Background: an optimization exercise with open tools, aiming at small area. Do not read the settings as production practice. At most, simulation tests tie the RTL to the original design; equivalence was not proved. The clock port is modelled as an ideal driver; clocking choices that lean on that would not hold on a real chip.

## cordic_dds
module cordic_dds (clk, phase_i, sin_o, cos_o, err_o);
   input         clk;
   input  [15:0] phase_i;
   output [16:0] sin_o, cos_o, err_o;
   reg [1:0] q [0:14];
   always @(posedge clk) q[0] <= phase_i[15:14];
   genvar g;
   generate for (g = 1; g < 15; g = g + 1) begin : qp
      always @(posedge clk) q[g] <= q[g-1];
   end endgenerate
   reg [13:0] z0;
   always @(posedge clk) z0 <= phase_i[13:0];
   reg [14:0] z1;
   reg [13:0] z2;
   reg [12:0] z3;
   reg [11:0] z4;
   reg [10:0] z5;
   reg [9:0] z6;
   reg [8:0] z7;
   reg [7:0] z8;
   reg [6:0] z9;
   reg [5:0] z10;
   reg [4:0] z11;
   reg [3:0] z12;
   reg [3:0] z13;
   reg [2:0] z14;
   always @(posedge clk) z1 <= {1'b0, z0} - 15'd8189;
   always @(posedge clk) z2 <= z1[14] ? z1[13:0] + 14'd4834 : z1[13:0] - 14'd4834;
   always @(posedge clk) z3 <= z2[13] ? z2[12:0] + 13'd2554 : z2[12:0] - 13'd2554;
   always @(posedge clk) z4 <= z3[12] ? z3[11:0] + 12'd1296 : z3[11:0] - 12'd1296;
   always @(posedge clk) z5 <= z4[11] ? z4[10:0] + 11'd650 : z4[10:0] - 11'd650;
  ...
Size: about 2600 cells after synthesis, roughly 450 flip-flops, about 68 I/O pins.
export LEC_CHECK = 0
export CAP_MARGIN = 20
export CORE_MARGIN = 2
export CORE_UTILIZATION = 40
export SLEW_MARGIN = 20
create_clock -name core_clock -period 5.0 [get_ports {clk}]
run.sh (not shown) runs the stock make flow with config.mk's settings and CLKGATE_MAP_FILE= SYNTH_SCRIPT=/design/flow/synth_recipe.tcl, a recipe that flattens the netlist after the stock synthesis.
Change:
Settings changed: CTS_BUF_LIST set to sky130_fd_sc_hd__clkbuf_4.
Result: Routed wire length is higher slightly; via count is higher slightly; area after synthesis does not change; setup slack is worse by 16 ps; critical path depth is higher by 4; sequential share of layout area is higher by 0.34 points; final area is lower slightly.
Function was not checked in any run of this note: the RTL went through the layout flow alone.

========
## run 1
Another version of the RTL of cordic_dds (not shown whole).
For scale: about 2800 cells after synthesis, about 360 flip-flops, roughly 21000 µm² of cells after synthesis.
==> flow/config.mk <==
export PLATFORM = sky130hd
export DESIGN_NAME = cordic_dds
export DESIGN_NICKNAME = cordic_dds
export VERILOG_FILES = /design/flow/design.v
export SDC_FILE = /design/flow/constraint.sdc
export NUM_CORES = 4
export LEC_CHECK = 0
export ABC_AREA = 1
export ABC_CLOCK_PERIOD_IN_PS = 5000
export CAP_MARGIN = 20
export CORE_MARGIN = 2
export CORE_UTILIZATION = 40
export CTS_BUF_LIST = sky130_fd_sc_hd__clkbuf_16
export CTS_CLUSTER_DIAMETER = 120
export CTS_CLUSTER_SIZE = 25
export SLEW_MARGIN = 20
==> flow/constraint.sdc <==
create_clock -name core_clock -period 5.0 [get_ports {clk}]
set_input_delay 1.0000 -clock core_clock [delete_from_list [all_inputs] [get_ports {clk}]]
set_output_delay 1.0000 -clock core_clock [all_outputs]
set_load 0.01 [all_outputs]
## Diff of input files: run 2 against run 1
- CTS_CLUSTER_SIZE no longer set, was 25
- CTS_BUF_LIST no longer set, was sky130_fd_sc_hd__clkbuf_16
- CTS_CLUSTER_DIAMETER no longer set, was 120
==> flow/flow/run.sh (new file) <==
#!/bin/bash
# Own layout flow: the standard flow (standard synthesis unchanged), with
#  - the port buffers made from sky130_fd_sc_hd__buf_1 cells,
#  - clock tree options passed to clock_tree_synthesis,
#  - power recovery (cell down-sizing on paths with slack) after global routing.
# Each make run writes its full output to a log of its own in the work folder;
# ORFS's per-step logs are under orfs/logs/.
set -euo pipefail
cd "$(dirname "$0")/.."
source flow/knobs.sh
bash standard.sh finish \
  "BUFFER_PORTS_ARGS=$PORT_BUF_ARGS" \
  "CTS_ARGS=$CTS_ARGS" \
  "RECOVER_POWER=$RECOVER" > flow_standard.log 2>&1
==> flow/flow/knobs.sh (new file) <==
PORT_BUF_ARGS="-buffer_cell sky130_fd_sc_hd__buf_1"
CTS_ARGS="-sink_clustering_enable -repair_clock_nets -dont_use_dummy_load -buf_list sky130_fd_sc_hd__clkbuf_16 -sink_clustering_size 30 -sink_clustering_max_diameter 150"
RECOVER=0
==> flow/standard.sh (new file) <==
#!/bin/bash
# synth_recipe.tcl (not shown) runs the flow's synth.tcl, then flattens the netlist and writes it again
# the make line also repeats each setting of config.mk as NAME=value (left out here)
make -C /OpenROAD-flow-scripts/flow DESIGN_CONFIG=/design/flow/config.mk WORK_HOME=/design/flow/orfs CLKGATE_MAP_FILE= SYNTH_SCRIPT=/design/flow/synth_recipe.tcl "${@:-finish}"
removed: flow/run.sh
Findings:
The run showing the greater via count of the first global-routing pass is run 1.
Run 2: global routing usage summed across all routing layers lower than run 1
Comparing run 1 and run 2, the lower maximum clock frequency was measured on run 2.
A highest-delay cell along the critical path of sky130_fd_sc_hd__ha_1 is what run 1 shows, while sky130_fd_sc_hd__dfxtp_1 belongs to run 2.
Sort run 1 and run 2 by number of buffers outside the clock class in the layout, ascending, and run 2 comes first.
Re global routing met1 resource utilization: run 1 was higher than run 2.
Run 2: full flow OK, the timing, design-rule and antenna checks passed
Changes in run 3 relative to run 2:
- GPL_TIMING_DRIVEN newly set to 0
==> flow/flow/knobs.sh <==
PORT_BUF_ARGS="-buffer_cell sky130_fd_sc_hd__buf_1"
CTS_ARGS="-sink_clustering_enable -repair_clock_nets -dont_use_dummy_load -buf_list sky130_fd_sc_hd__clkbuf_16 -sink_clustering_size 25 -sink_clustering_max_diameter 120"
RECOVER=0
==> notes.md <==
Both conditions hold for run 3: the flow ran to the end and the final layout passed the timing, design-rule and antenna checks. Number of buffers created by CTS ended up 4 higher on run 3 than on run 2. Changes observed in run 3 relative to run 2: remaining max-slew budget at the tightest pin went down by 7.7 points; wire length climbed 4700 µm; global-route usage went up by 1.6 points; setup slack at placement went down by 1.12 ns. Lower core utilization of the finished layout was reported by run 2, not run 3.
Changes in run 4 relative to run 3:
- clearing GPL_TIMING_DRIVEN, which used to be 0
--- outcome ---
Relative to run 3, global-route usage has gone down in run 4.
In the tables for run 3 and run 4, final core area utilization reads lower with run 4.
Run 4 vs. run 3: sum of routed wire length over all layers went down, hold slack went down.
From run 4 to run 3, number of buffers inserted during clock tree synthesis did not move at all.

static timing again, ports no longer ideal:
The results above use ideal ports. As a check the final layouts listed here were re-extracted and re-timed, cells and wires unchanged.
Step 1, drivers: a clkbuf_16 drives clk and a buf_2 each remaining input, both assumed.
Step 2 also shifts input and output timing later by t, the mid clock arrival at the registers, as if the neighbouring blocks saw the same clock.
Slacks: ideal ports / drivers / drivers and shift; pairs: ideal ports / drivers.
| run | t, ns | slack for setup (ns) | worst register clock-pin slew, ns | pins driven straight from the clock port |
|---|---|---|---|---|
| the first run of note 1 | 0.651 | 0.791 / 0.791 / 0.791 | 0.07 / 0.07 | 1 |
| the second run of note 1 | 0.890 | 0.775 / 0.775 / 0.775 | 0.07 / 0.07 | 1 |
| run 1 | 0.598 | 0.423 / 0.423 / 0.423 | 0.10 / 0.10 | 1 |
| run 2 | 0.567 | 0.405 / 0.405 / 0.405 | 0.12 / 0.12 | 1 |
| run 3 | 0.567 | 0.249 / 0.249 / 0.249 | 0.12 / 0.12 | 1 |
| run 4 | 0.563 | 0.407 / 0.407 / 0.407 | 0.11 / 0.11 | 1 |
After both steps setup and hold are still met in every run listed.
